Source: an optimization exercise on an open RTL-to-GDS flow (aim: small area, a short achievable clock period and few clock cycles). Production flows keep margins and buffers that such runs may drop. At most, simulation tests tie the RTL to the original design; equivalence was not proved.

alpha:
## UT_TOP
module UT_TOP (
    clk, rst_n, in_valid, in_time,
    out_valid, out_display, out_day
);
Settings: LEC_CHECK=0, ABC_AREA=1, CAP_MARGIN=20, CORE_MARGIN=2, CORE_UTILIZATION=70, CTS_CLUSTER_DIAMETER=200, CTS_CLUSTER_SIZE=50, SLEW_MARGIN=20; clock period 20.0 ns.
standard.sh (not shown) runs the stock make flow with config.mk's settings and CLKGATE_MAP_FILE= SYNTH_SCRIPT=/design/flow/synth_recipe.tcl, a recipe that flattens the netlist after the stock synthesis.
==> flow/flow/run.sh <==
#!/bin/bash
# Standard ORFS flow (the standard.sh), with the port buffers the standard flow's flow
# inserts on every input and output made from buf_1 cells instead of the
# default delay-buffer cell.
set -e
export BUFFER_PORTS_ARGS="-buffer_cell sky130_fd_sc_hd__buf_1"
bash standard.sh > standard.log 2>&1
Looking at the reports, alpha completed the entire flow and the layout it produced met the timing, design-rule and antenna checks.
Testbench counts of alpha, summed over its fixed seeds: cycles 6,712.
## Diff of input files: beta against alpha
Settings: CTS_CLUSTER_DIAMETER: 200 -> 100; CTS_CLUSTER_SIZE: 50 -> 30.
==> summary.txt <==
Comparing alpha against beta, there is no change at all in HPWL after detailed placement.
Comparing beta with alpha, the flip-flop and latch count came out essentially unchanged.
Area growth from synthesis to layout: alpha vs beta identical
From alpha to beta, number of rows created at floorplan did not move at all.
Diff beta..alpha | global-route usage | unchanged
For gamma, these inputs were changed with respect to beta:
Settings: CTS_CLUSTER_DIAMETER no longer set, was 100; CTS_CLUSTER_SIZE no longer set, was 30; CORE_UTILIZATION now 82, was 70.
gamma vs. beta: final period utilization shows an increase of 0.15 points, share of cell area taken by multi-input logic gates moved up, depth of the critical timing path with buffers and inverters included up 20, normalized max-slew margin went up by 3.4 points.

========
## before
Another version of the RTL of UT_TOP (not shown whole).
Size: ~1200 cells after synthesis, ~81 flip-flops.
// UT_TOP
module UT_TOP (
    clk, rst_n, in_valid, in_time,
    out_valid, out_display, out_day
);
Settings: LEC_CHECK=0, ABC_AREA=1, CAP_MARGIN=20, CORE_MARGIN=2, CORE_UTILIZATION=40, SLEW_MARGIN=20; clock period 20.0 ns.
==> flow/flow/run.sh <==
#!/bin/bash
# Standard ORFS flow (the standard.sh), with the port buffers the standard flow's flow
# inserts on every input and output made from buf_2 cells instead of the
# default delay-buffer cell.
set -e
export BUFFER_PORTS_ARGS="-buffer_cell sky130_fd_sc_hd__buf_2"
ls -la > listing.log 2>&1
bash standard.sh > standard.log 2>&1
before completed; timing, DRC and antenna clean
The following lists how after was set up differently from before:
- CORE_UTILIZATION: 40 -> 70
==> flow/run.sh (new file) <==
#!/bin/bash
# synth_recipe.tcl (not shown) runs the flow's synth.tcl, then flattens the netlist and writes it again
# the make line also repeats each setting of config.mk as NAME=value (left out here)
make -C /OpenROAD-flow-scripts/flow DESIGN_CONFIG=/design/flow/config.mk WORK_HOME=/design/flow/orfs CLKGATE_MAP_FILE= SYNTH_SCRIPT=/design/flow/synth_recipe.tcl finish
removed: flow/flow/run.sh
removed: flow/standard.sh
Results
- From before to after the numbers moved as follows: clock skew has remained practically unchanged, routed length on met1 has decreased, ratio of final minimum period to clock period has increased.
- For post-synthesis adder-cell area fraction, after and before come out practically identical.
- Worst hold-check slack: after > before
- after vs. before: final area moved down, critical path depth ~0 delta, met3 wirelength from detailed routing now sits higher, final non-filler cell total down 8.5%.
- Side by side, portion of the layout cell area used by non-clock buffers turned out higher in after than in before.
- Measured against each other, before and after differ in number of tap cells inserted, the higher figure coming from before.
No functional check of the RTL was part of any run of this note.

========
Another version of the RTL of UT_TOP (not shown whole).
Size: roughly 1,200 cells after synthesis, roughly 82 flip-flops, about 7700 sq um of cells after synthesis.
==> flow/config.mk <==
export PLATFORM = sky130hd
export DESIGN_NAME = UT_TOP
export DESIGN_NICKNAME = UT_TOP
export VERILOG_FILES = /design/flow/design.v
export SDC_FILE = /design/flow/constraint.sdc
export NUM_CORES = 4
export LEC_CHECK = 0
export ABC_AREA = 1
export CAP_MARGIN = 20
export CORE_MARGIN = 2
export CORE_UTILIZATION = 85
export SLEW_MARGIN = 20
==> flow/constraint.sdc <==
create_clock -name core_clock -period 20.0 [get_ports {clk}]
set_input_delay 4.0000 -clock core_clock [delete_from_list [all_inputs] [get_ports {clk}]]
set_output_delay 4.0000 -clock core_clock [all_outputs]
set_load 0.01 [all_outputs]
==> flow/flow/run.sh <==
#!/bin/bash
# Standard ORFS flow (the standard.sh), with the port buffers the standard flow's flow
# inserts on every input and output made from buf_2 cells instead of the
# default delay-buffer cell.
set -e
export BUFFER_PORTS_ARGS="-buffer_cell sky130_fd_sc_hd__buf_2"
bash standard.sh > standard.log 2>&1
The starting point failed in global placement without I/O (3_1_place_gp_skip_io) on GPL-0301.
Testbench counts at the start, summed over its fixed seeds: cycles 6,712.
Rerun with:
--- a/flow/config.mk
+++ b/flow/config.mk
@@ -11 +11 @@
-export CORE_UTILIZATION = 85
+export CORE_UTILIZATION = 70
After rerunning:
- This time the run ran to the end with no violations
- synthesized area does not change
- synthesized cell count stays the same

==> separate check: timing with driven ports <==
How much do the figures lean on ideal ports? The routed layouts below were timed once more, with nothing changed but the port constraints.
Step 1: set_driving_cell puts a clkbuf_16 on clk and a buf_2 on each other input, an assumption about the parent block.
Step 2, shift: input delay + t, output delay - t, t = (earliest + latest rising clock arrival at the registers) / 2. This alone moves slack from input paths to output paths.
Three values: no drivers, after step 1, after step 2; two values: the first two.
run | t, ns | setup WS [ns] | worst slew at a driven data input, ns
alpha | 0.412 | 15.121 / 15.085 / 15.255 | 0.04
beta | 0.412 | 15.121 / 15.085 / 15.255 | 0.04
gamma | 0.400 | 15.091 / 15.087 / 15.091 | 0.04
before | 0.392 | 14.350 / 14.350 / 14.350 | 0.06
after | 0.420 | 14.150 / 14.150 / 14.150 | 0.04
the second run of note 3 | 0.402 | 15.099 / 15.079 / 15.099 | 0.04
After both steps setup and hold are still met in every run listed. The worst setup slack also covers recovery checks on asynchronous resets.
